This design comes from an exercise in tuning for small area on the open sky130 flow, not from production work.
Function was checked by simulation only, so behaviour that the tests miss may differ from the original.
Power is estimated from default activity; no workload was simulated.

--- config.mk ---
export PLATFORM = sky130hd
export DESIGN_NAME = router_top
export DESIGN_NICKNAME = router_top
export VERILOG_FILES = /design/flow/design.v
export SDC_FILE = /design/flow/constraint.sdc
export NUM_CORES = 4
export LEC_CHECK = 0
export CAP_MARGIN = 20
export CORE_MARGIN = 2
export CORE_UTILIZATION = 40
export SLEW_MARGIN = 20
--- constraint.sdc ---
create_clock -name core_clock -period 5.0 [get_ports {clock}]
set_input_delay 1.0000 -clock core_clock [delete_from_list [all_inputs] [get_ports {clock}]]
set_output_delay 1.0000 -clock core_clock [all_outputs]
set_load 0.01 [all_outputs]
--- design.v ---
module router_fsm(input clock,resetn,pkt_valid,fifo_full,fifo_empty_0,fifo_empty_1,fifo_empty_2,soft_reset_0,soft_reset_1,soft_reset_2,parity_done,low_pkt_valid,input[1:0]data_in, output write_enb_reg,detect_add,ld_state,laf_state,full_state,lfd_state,rst_int_reg,busy);
parameter decode_address    =3'b000,   
	  load_first_data   =3'b001,   
	  load_data         =3'b010,   
	  fifo_full_state   =3'b011,   
	  load_after_full   =3'b100,   
	  load_parity       =3'b101,   
	  check_parity_error=3'b110,   
	  wait_till_empty   =3'b111;   
reg [2:0]ps,ns;
reg[1:0]temp;
always@(posedge clock)
begin
	if(!resetn)
		temp<=0;
	else if(ps==decode_address)
		temp<=data_in;
end
always@(posedge clock)
begin
	if(!resetn)
		ps<=decode_address;
	else if((soft_reset_0 &&(temp==2'b00)) || (soft_reset_1 &&(temp==2'b01)) || (soft_reset_2 &&(temp==2'b10)))
		ps<=decode_address;
	else
		ps<=ns;
end
always@(*)
begin
	ns=ps;
	case(ps)
		decode_address:begin
			if((pkt_valid  && (data_in==2'b00) && fifo_empty_0) || (pkt_valid  && (data_in==2'b01) && fifo_empty_1) || (pkt_valid  && (data_in==2'b10) && fifo_empty_2))
				ns=load_first_data;
			else if((pkt_valid  && (data_in==2'b00) && !fifo_empty_0) || (pkt_valid  && (data_in==2'b01) && !fifo_empty_1) || (pkt_valid  && (data_in==2'b10) && !fifo_empty_2))
				ns=wait_till_empty;
			else
				ns=decode_address;
		end
		load_first_data:begin
			ns=load_data;
		end
		load_data:begin
			if(fifo_full)
				ns=fifo_full_state;
			else
			begin
				if(!fifo_full && !pkt_valid)
					ns=load_parity;
				else
					ns=load_data;
			end
		end
		fifo_full_state:begin
			if(!fifo_full)
				ns=load_after_full;
			else
				ns=fifo_full_state;
		end
		load_after_full:begin
			if(!parity_done && low_pkt_valid)
				ns=load_parity;
			else if(!parity_done && !low_pkt_valid)
				ns=load_data;
			else if(parity_done)
				ns=decode_address;
			else
				ns=load_after_full;
		end
		load_parity:begin
			ns=check_parity_error;
		end
		check_parity_error:begin
			if(fifo_full)
				ns=fifo_full_state;
			else
				ns=decode_address;
		end
		wait_till_empty:begin
			if((fifo_empty_0 && (temp==2'b00)) || (fifo_empty_1 && (temp==2'b01)) || (fifo_empty_2 && (temp==2'b10)))
				ns=load_first_data;
			else
				ns=wait_till_empty;
		end
	endcase
end
assign detect_add = (ps==decode_address) ? 1'b1 : 1'b0;
assign lfd_state  = (ps==load_first_data) ? 1'b1 : 1'b0;
assign ld_state   = (ps==load_data) ? 1'b1 : 1'b0;
assign busy = ((ps==load_first_data) || (ps==load_parity) || (ps==fifo_full_state) || (ps==load_after_full) ||(ps==wait_till_empty) || (ps==check_parity_error)) ? 1'b1 : 1'b0;
assign write_enb_reg = ((ps==load_data) || (ps==load_parity) || (ps==load_after_full)) ? 1'b1 : 1'b0;
assign full_state = (ps==fifo_full_state) ? 1'b1 : 1'b0;
assign laf_state = (ps==load_after_full) ? 1'b1 : 1'b0;
assign rst_int_reg = (ps==check_parity_error) ? 1'b1 : 1'b0;
endmodule
module router_sync(input clock,resetn,detect_add,full_0,full_1,full_2,empty_0,empty_1,empty_2,write_enb_reg,read_enb_0,read_enb_1,read_enb_2,input[1:0]data_in,output reg[2:0]write_enb,output vld_out_0,vld_out_1,vld_out_2,output reg fifo_full,soft_reset_0,soft_reset_1,soft_reset_2);
reg[1:0]temp;
reg[5:0]count_0,count_1,count_2;
always@(posedge clock)
begin
	if(!resetn)
		temp<=0;
	else if(detect_add)
		temp<=data_in;
	else
		temp<=temp;
end
always@(*)
begin
	case(temp)
		2'b00:fifo_full=full_0;
		2'b01:fifo_full=full_1;
		2'b10:fifo_full=full_2;
		default:fifo_full=0;
	endcase
end
assign vld_out_0 = ~empty_0;
assign vld_out_1 = ~empty_1;
assign vld_out_2 = ~empty_2;
always@(*)
begin
	if(write_enb_reg)
	begin
		case(temp)
			2'b00:write_enb=3'b001;
			2'b01:write_enb=3'b010;
			2'b10:write_enb=3'b100;
			default:write_enb=3'b000;
		endcase
	end
	else
		write_enb=0;
end
always@(posedge clock)
begin
	if(!resetn)
	begin
		count_0<=0;
		soft_reset_0<=0;
	end
	else if(vld_out_0)
	begin
		if(read_enb_0)
		begin
			soft_reset_0<=0;
			count_0<=0;
		end
		else if(count_0==6'd29)
		begin
			soft_reset_0<=1;
			count_0<=0;
		end
		else
		begin
			soft_reset_0<=0;
			count_0<=count_0+1'b1;
		end
	end
	else
	begin
		soft_reset_0<=0;
		count_0<=0;
	end
end
always@(posedge clock)
begin
	if(!resetn)
	begin
		count_1<=0;
		soft_reset_1<=0;
	end
	else if(vld_out_1)
	begin
		if(read_enb_1)
		begin
			soft_reset_1<=0;
			count_1<=0;
		end
		else if(count_1==6'd29)
		begin
			soft_reset_1<=1;
			count_1<=0;
		end
		else
		begin
			soft_reset_1<=0;
			count_1<=count_1+1'b1;
		end
	end
	else
	begin
		soft_reset_1<=0;
		count_1<=0;
	end
end
always@(posedge clock)
begin
	if(!resetn)
	begin
		count_2<=0;
		soft_reset_2<=0;
	end
	else if(vld_out_2)
	begin
		if(read_enb_2)
		begin
			soft_reset_2<=0;
			count_2<=0;
		end
		else if(count_2==6'd29)
		begin
			soft_reset_2<=1;
			count_2<=0;
		end
		else
		begin
			soft_reset_2<=0;
			count_2<=count_2+1'b1;
		end
	end
	else
	begin
		soft_reset_2<=0;
		count_2<=0;
	end
end
endmodule
module router_reg(input clock,resetn,pkt_valid,fifo_full,rst_int_reg,detect_add,ld_state,laf_state,full_state,lfd_state,input[7:0]data_in,output reg err,parity_done,low_pkt_valid,output reg[7:0]dout);
reg[7:0]header,fifo_full_state,internal_parity,packet_parity;
always@(posedge clock)
begin
	if(!resetn)
		dout<=0;
	else if(detect_add && pkt_valid && data_in[1:0]!=3)
		dout<=dout;
	else if(lfd_state)
		dout<=header;
	else if(ld_state && !fifo_full)
		dout<=data_in;
	else if(ld_state && fifo_full)
		dout<=dout;
	else if(laf_state)
		dout<=fifo_full_state;
	else
		dout<=dout;
end
always@(posedge clock)
begin
	if(!resetn)
		header<=8'd0;
	else if(detect_add && pkt_valid && data_in[1:0]!=3)
		header<=data_in;
	else
		header<=header;
end
always@(posedge clock)
begin
	if(!resetn)
		internal_parity<=8'd0;
	else if(detect_add)
		internal_parity<=8'd0;
	else if(lfd_state)
		internal_parity<=internal_parity^header;
	else if(pkt_valid && ld_state && ~full_state)
		internal_parity<=internal_parity^data_in;
	else
		internal_parity<=internal_parity;
end
always@(posedge clock)
begin
	if(!resetn)
		packet_parity<=8'd0;
	else if(detect_add)
		packet_parity<=8'd0;
	else if(~pkt_valid && ld_state)
		packet_parity<=data_in;
	else
		packet_parity<=packet_parity;
end
always@(posedge clock)
begin
	if(!resetn)
		fifo_full_state<=8'd0;
	else if(ld_state && fifo_full)
		fifo_full_state<=data_in;
	else
		fifo_full_state<=fifo_full_state;
end
always@(posedge clock)
begin
	if(!resetn)
		low_pkt_valid<=1'b0;
	else if(rst_int_reg)
		low_pkt_valid<=1'b0;
	else if(ld_state && !pkt_valid)
		low_pkt_valid<=1'b1;
end
always@(posedge clock)
begin
	if(!resetn)
		parity_done<=1'b0;
	else if((ld_state && !fifo_full && !pkt_valid) || (laf_state && low_pkt_valid))  
		parity_done<=1'b1;
	else if(detect_add)
		parity_done<=1'b0;
end
always@(posedge clock)
begin
	if(!resetn)
		err<=1'b0;
	else if(parity_done)
	begin
		if(packet_parity !=internal_parity)
			err<=1'b1;
		else
			err<=1'b0;
	end
end
endmodule
module router_fifo(input clock,resetn,soft_reset,write_enb,read_enb,lfd_state,input[7:0]data_in,output full,empty,output reg [7:0]data_out);
reg [3:0]wr_ptr,rd_ptr;
reg lfd;
reg [6:0]count;
integer i;
reg [8:0]mem[15:0];    
always@(posedge clock)
begin
	if(!resetn)
		lfd<=0;
	else if(soft_reset)
		lfd<=0;
	else
		lfd<=lfd_state;
end
always@(posedge clock)
begin
	if(!resetn || soft_reset)
		for(i=0;i<16;i=i+1)
		begin
			{mem[i],wr_ptr}<=0;
		end
		else if(write_enb && !full)
		begin
			mem[wr_ptr]<={lfd,data_in};
			wr_ptr<=wr_ptr+1;
		end
end
always@(posedge clock)
begin
	if(!resetn)  
	begin
		{data_out,rd_ptr}<=0;
	end
	else if(soft_reset)
	begin
		data_out<=8'd0;
		rd_ptr<=0;
	end
	else if(read_enb && !empty)
	begin
		data_out<=mem[rd_ptr];
		rd_ptr<=rd_ptr+1;
	end
end
always@(posedge clock)
begin
	if(!resetn)
		count<=0;
	else if(soft_reset)
		count<=0;
	else if(read_enb && !empty)
	begin
		if(mem[rd_ptr[3:0]][8]==1'b1)
			count<=mem[0][7:2]+1'b1;
		else if(count!=0)
			count<=count-1'b1;
	end
end
assign full=((wr_ptr+4'd1)==rd_ptr) ? 1'b1 : 1'b0;
assign empty=(wr_ptr==rd_ptr) ? 1'b1 : 1'b0;
endmodule
module router_top(input clock,resetn,read_enb_0,read_enb_1,read_enb_2,pkt_valid,input [7:0]data_in, output [7:0]data_out_0,data_out_1,data_out_2, output vld_out_0,vld_out_1,vld_out_2,err,busy);
wire [2:0]write_enb;
wire [7:0]dout;
wire fifo_full,empty_0,empty_1,empty_2,full_0,full_1,full_2,soft_reset_0,soft_reset_1,soft_reset_2;
wire parity_done,low_pkt_valid,write_enb_reg,detect_add,ld_state,laf_state,full_state,lfd_state,rst_int_reg;
router_fsm FSM1 (clock,resetn,pkt_valid,fifo_full,empty_0,empty_1,empty_2,soft_reset_0,soft_reset_1,soft_reset_2,parity_done,low_pkt_valid,data_in[1:0],write_enb_reg,detect_add,ld_state,laf_state,full_state,lfd_state,rst_int_reg,busy);
router_sync SYNC1 (clock,resetn,detect_add,full_0,full_1,full_2,empty_0,empty_1,empty_2,write_enb_reg,read_enb_0,read_enb_1,read_enb_2,data_in[1:0],write_enb,vld_out_0,vld_out_1,vld_out_2,fifo_full,soft_reset_0,soft_reset_1,soft_reset_2);
router_reg REG1 (clock,resetn,pkt_valid,fifo_full,rst_int_reg,detect_add,ld_state,laf_state,full_state,lfd_state,data_in,err,parity_done,low_pkt_valid,dout);
router_fifo FIFO0 (.clock(clock),.resetn(resetn),.soft_reset(soft_reset_0),.write_enb(write_enb[0]),.read_enb(read_enb_0),.lfd_state(lfd_state),.data_in(dout),.full(full_0),.empty(empty_0),.data_out(data_out_0));
router_fifo FIFO1 (.clock(clock),.resetn(resetn),.soft_reset(soft_reset_1),.write_enb(write_enb[1]),.read_enb(read_enb_1),.lfd_state(lfd_state),.data_in(dout),.full(full_1),.empty(empty_1),.data_out(data_out_1));
router_fifo FIFO2 (.clock(clock),.resetn(resetn),.soft_reset(soft_reset_2),.write_enb(write_enb[2]),.read_enb(read_enb_2),.lfd_state(lfd_state),.data_in(dout),.full(full_2),.empty(empty_2),.data_out(data_out_2));
endmodule
--- run.sh ---
#!/bin/bash
# synth_recipe.tcl (not shown) runs the flow's synth.tcl, then flattens the netlist and writes it again
# the make line also repeats each setting of config.mk as NAME=value (left out here)
make -C /OpenROAD-flow-scripts/flow DESIGN_CONFIG=/design/flow/config.mk WORK_HOME=/design/flow/orfs CLKGATE_MAP_FILE= SYNTH_SCRIPT=/design/flow/synth_recipe.tcl finish
==> run notes <==
-- synth_stat cells, types with 3 or more instances --
library cell and count:
clkbuf_2 14, nand4_1 5, a21oi_1 31, nor4_4 3, or2_1 4, buf_6 4, buf_4 3, nor3_1 4
and3_1 354, mux4_2 120, a22oi_1 9, a31o_2 8, nand2b_1 11, nand2_1 120, ha_1 21, or3_1 4
o211a_1 10, nor2_4 4, nor4bb_1 3, mux2i_1 23, nor2_1 91, nor2b_1 13, xor2_1 36, and4b_1 4
xor3_1 3, dfxtp_1 117, o21ai_0 16, edfxtp_1 384, a31oi_1 4, and2_1 34, buf_1 7, nand3_1 33
inv_1 24, buf_2 35, clkbuf_1 122, a21o_1 13, xnor2_1 25, o221a_2 9, nand4b_1 3
-- final cells by class --
type	instances	area (sq um)	area share [%]
inverter	24	90.1	0.346
sequential	501	13900	53.4
multi-input combinational	1046	8620	33.2
clock inverter	17	160	0.616
tap	765	957	3.68
clock buffer	81	1610	6.18
timing repair buffer	79	693	2.67
-- registers in the layout (all words and copies together), names as in the netlist, 6 cells and up --
| register | flops |
|---|---|
| REG1.header | 8 |
| FIFO2.data_out | 8 |
| SYNC1.count_2 | 6 |
| REG1.packet_parity | 8 |
| SYNC1.count_1 | 6 |
| REG1.dout | 8 |
| REG1.internal_parity | 8 |
| FIFO1.data_out | 8 |
| FIFO0.data_out | 8 |
| FIFO0.mem | 128 |
| FIFO1.mem | 128 |
| SYNC1.count_0 | 6 |
| REG1.fifo_full_state | 8 |
| FIFO2.mem | 128 |
-- worst max path at each step --
stage | startpoint | to | slack [ns]
after global placement | resetn | FIFO0.mem[10][3]$_SDFFCE_PN0P_ | 1.08
after global routing | FSM1.ps[1]$_SDFF_PP0_ | FIFO1.mem[5][6]$_SDFFCE_PN0P_ | 1.08
after detailed placement | resetn | FIFO0.mem[6][5]$_SDFFCE_PN0P_ | 1.01
final | FIFO2.rd_ptr[3]$_SDFFE_PP0P_ | vld_out_2 | 1.37
after floorplan | resetn | FIFO1.mem[10][0]$_SDFFCE_PN0P_ | 2.26
after CTS | FIFO1.rd_ptr[3]$_SDFFE_PP0P_ | vld_out_1 | 1.28
-- kinds of logic after synthesis --
kind of cell    Yosys count  synth area share (%)
simple gates            710                  17.3
flops                   501                  59.3
buf+inv                 210                  3.85
mux                     143                  12.5
compound gates          108                  3.28
xor+xnor                 64                  2.59
fa+ha+maj                21                  1.12
-- power groups by stage --
stage | combinational [mW] | clock [mW] | sequential [mW]
after floorplan | 1.43 | 0 | 4.87
after global placement | 2.09 | 0 | 4.93
after detailed placement | 2.10 | 0 | 4.94
after CTS | 2.11 | 4.06 | 4.85
after global routing | 2.27 | 4.22 | 4.88
final | 2.09 | 4.01 | 4.85
-- per-layer routing --
metal  wire (um)  part of all wire, %  vias to the layer above  track usage (%)
met5           0                    0                        -                0
met4        1050                  1.9                        0             4.28
met3        3290                  6.0                       77             2.87
met2       26400                   48                      405             29.6
met1       24300                   44                     7022             26.4
li1            -                    -                     6443                -
-- tightest hold or removal path, stage by stage (launching register included) --
cell and delay (ns):
dfxtp_1 0.31, nand2_1 0.05, a21oi_1 0.05
-- placed cells by master (no fill, tap or decap), drive strengths merged, types with 6 or more instances in the layout --
master | Yosys | final
and3 | 354 | 354
dfxtp | 117 | 117
o221a | 9 | 9
edfxtp | 384 | 384
mux2i | 23 | 23
inv | 24 | 26
nand4 | 6 | 6
clkbuf | 137 | 81
a31o | 8 | 8
a21oi | 33 | 33
a22oi | 9 | 9
o211a | 10 | 10
clkinv | 0 | 12
nor2 | 95 | 95
nand3 | 34 | 34
a21o | 13 | 13
buf | 49 | 38
mux4 | 120 | 120
nand2b | 11 | 11
and2 | 34 | 34
o21ai | 17 | 17
xor2 | 36 | 36
nor2b | 13 | 13
nand2 | 120 | 120
xnor2 | 25 | 25
clkdlybuf4s50 | 0 | 41
ha | 21 | 21
==> results.py <==
metrics = {
    "route": {
        "drc": 0,
        "drtPass1Iterations": 5,
        "vias": 13947,
        "postRouteAntennaNets": 0,
        "wl_per_cell_um": 21.9,
        "first_iter_violations": 1505,
        "drt-total-wl_um": 55100,
        "vias_per_cell": 5.55,
    },
    "worst_setup_path": {
        "crit_fanout": 11,
        "slowest_stage": "dfxtp_1",
        "critPathTopFamily": "flip-flops",
        "r2r_cells": 8,
        "worstPathArrival_ns": 2.63,
        "timing.rr.end": "FIFO1.mem[7][0]$_SDFFCE_PN0P_",
        "critical_path_class": "reg -> out",
        "reg2reg_slack_ns": 1.38,
        "crit_buf_inv": 1,
        "worstPathCellList": "xnor2_1 -> nand4_1 -> clkdlybuf4s50_1",
        "worstSetupEndpointType": "primary output",
        "slowest_delay_ns": 0.81,
        "rr_startpoint": "FIFO1.wr_ptr[0]$_SDFFE_PP0P_",
        "crit_path_start_kind": "register",
        "required_ns": 4.00,
        "cp.depth": 3,
    },
    "floorplan": {
        "num_io_pins": 43,
        "initial_core_util_pct": 40.5,
        "coreArea_sq_mm": 0.0578,
        "die_h_um": 246,
        "rows": 88,
        "die_width_um": 246,
        "die_area_sq_mm": 0.0604,
    },
    "clocking": {
        "post-cts-setup-buffers": 0,
        "cts_buffers": 54,
        "cts_max_level": 2,
        "cts_tree": "built",
        "clock-sinks": 501,
        "clk_pin_slew_ns": 0.06,
        "ctsHoldBuffers": 0,
        "postCtsResizedCells": 0,
        "cts-root-buf": "clkbuf_16",
        "cts.path.max_buffers": 3,
        "worstSkewPairLatency_ns": 0.61,
    },
    "logic_synthesis": {
        "syn-num-nets": 1792,
        "synth_area_leaders": "edfxtp_1 (49%), mux4_2 (12%), dfxtp_1 (10%)",
        "ys_seq_elements": 501,
        "yosysTopAreaCell": "edfxtp_1",
        "netlist.area_leader.share_pct": 49.3,
        "synth-seq-area-share_pct": 59.3,
        "synth-edff-count": 384,
        "syn_area_sq_mm": 0.0234,
        "syn_area_per_cell_sq_um": 13.3,
        "synthFlopType": "edfxtp_1",
        "ys_async_sr_fraction_pct": 0,
        "ys_types": 60,
        "ys_warn_count": 4,
        "synth_cells": 1757,
    },
    "global_route": {
        "grt_use_total_pct": 18.5,
        "grt_pass1_vias": 13865,
        "grt_pass1_wl_um": 85300,
        "antenna_found_initial": 0,
        "grt.overflow.total": 0,
        "grt_max_degree": 50,
    },
    "finish": {
        "finalNonFillerCells": 2513,
        "drive_gt1_share_pct": 15.8,
        "num-fill-cells": 5097,
        "final_area_sq_mm": 0.0260,
        "syn_to_final_growth_pct": 11.2,
        "diodes": 0,
        "final_core_util_pct": 45.0,
        "nets": 1741,
    },
    "power": {
        "power.net_switching_mw": 3.12,
        "power.internal_mw": 7.82,
        "switching_share_pct": 28.5,
        "seq_power_share_pct": 44.3,
        "powerDensity_mw_per_mm2": 421,
        "finalPower_mw": 10.9,
        "power_frac_comb_pct": 19.1,
        "clock_power_share_pct": 36.6,
        "p_leak_nw": 10.5,
        "ir_drop_mv": 0.395,
    },
    "timing": {
        "setup_viol": 0,
        "slew_headroom_pct": 27.1,
        "fin_crit_ns": 3.63,
        "layout_setup_ws_ns": 1.37,
        "fmax_mhz": 275,
        "hold_viol": 0,
        "layout_worst_path_cycle_share_pct": 72.6,
        "hold_slack_ns": 0.464,
        "drv_slew": 0,
        "rsz0062_at_grt": "no",
        "fin_setup_tns_ns": 0,
        "worst_pin_slew_ns": 1.09,
        "finClkSkew_ns": 0.0277,
    },
    "worst_hold_path": {
        "min_path_cells": 2,
        "worstHoldEndpoint": "REG1.packet_parity[5]$_SDFFE_PP0P_",
        "hold_path_startpoint": "REG1.packet_parity[5]$_SDFFE_PP0P_",
        "hold_path.class": "reg -> reg",
    },
    "placement": {
        "dpl_worst_slack_ns": 1.01,
        "placed_cells": 2415,
        "placed_cell_area_sq_mm": 0.0242,
        "portBuffers": 42,
        "gp_congestion": 0.781,
        "dp_hpwl_um": 33400,
    },
    "run": {
        "drv_cap": 0,
    },
    "run_status": {
        "status": "timing/DRC/antenna clean",
    },
}

[re-timing with driven ports]
The results above use ideal ports. As a check the final layout listed here was re-extracted and re-timed, cells and wires unchanged.
Step 1: set_driving_cell puts a clkbuf_16 on clock and a buf_2 on each other input, an assumption about the parent block.
Step 2 moves the port delays by t, midway between the first and last clock arrival at a register: inputs arrive t later, outputs are due t later. That takes back most of the time a late clock gives input paths.
Three values: no drivers, after step 1, after step 2; two values: the first two.
shift t [ns]: 0.651
slack for setup (ns): 1.370 / 1.312 / 0.955
cell pins on the clock port's net: 1
After both steps setup and hold are still met in this run. The setup slack of this run moves by -0.058 ns with the drivers and by -0.415 ns with both steps.
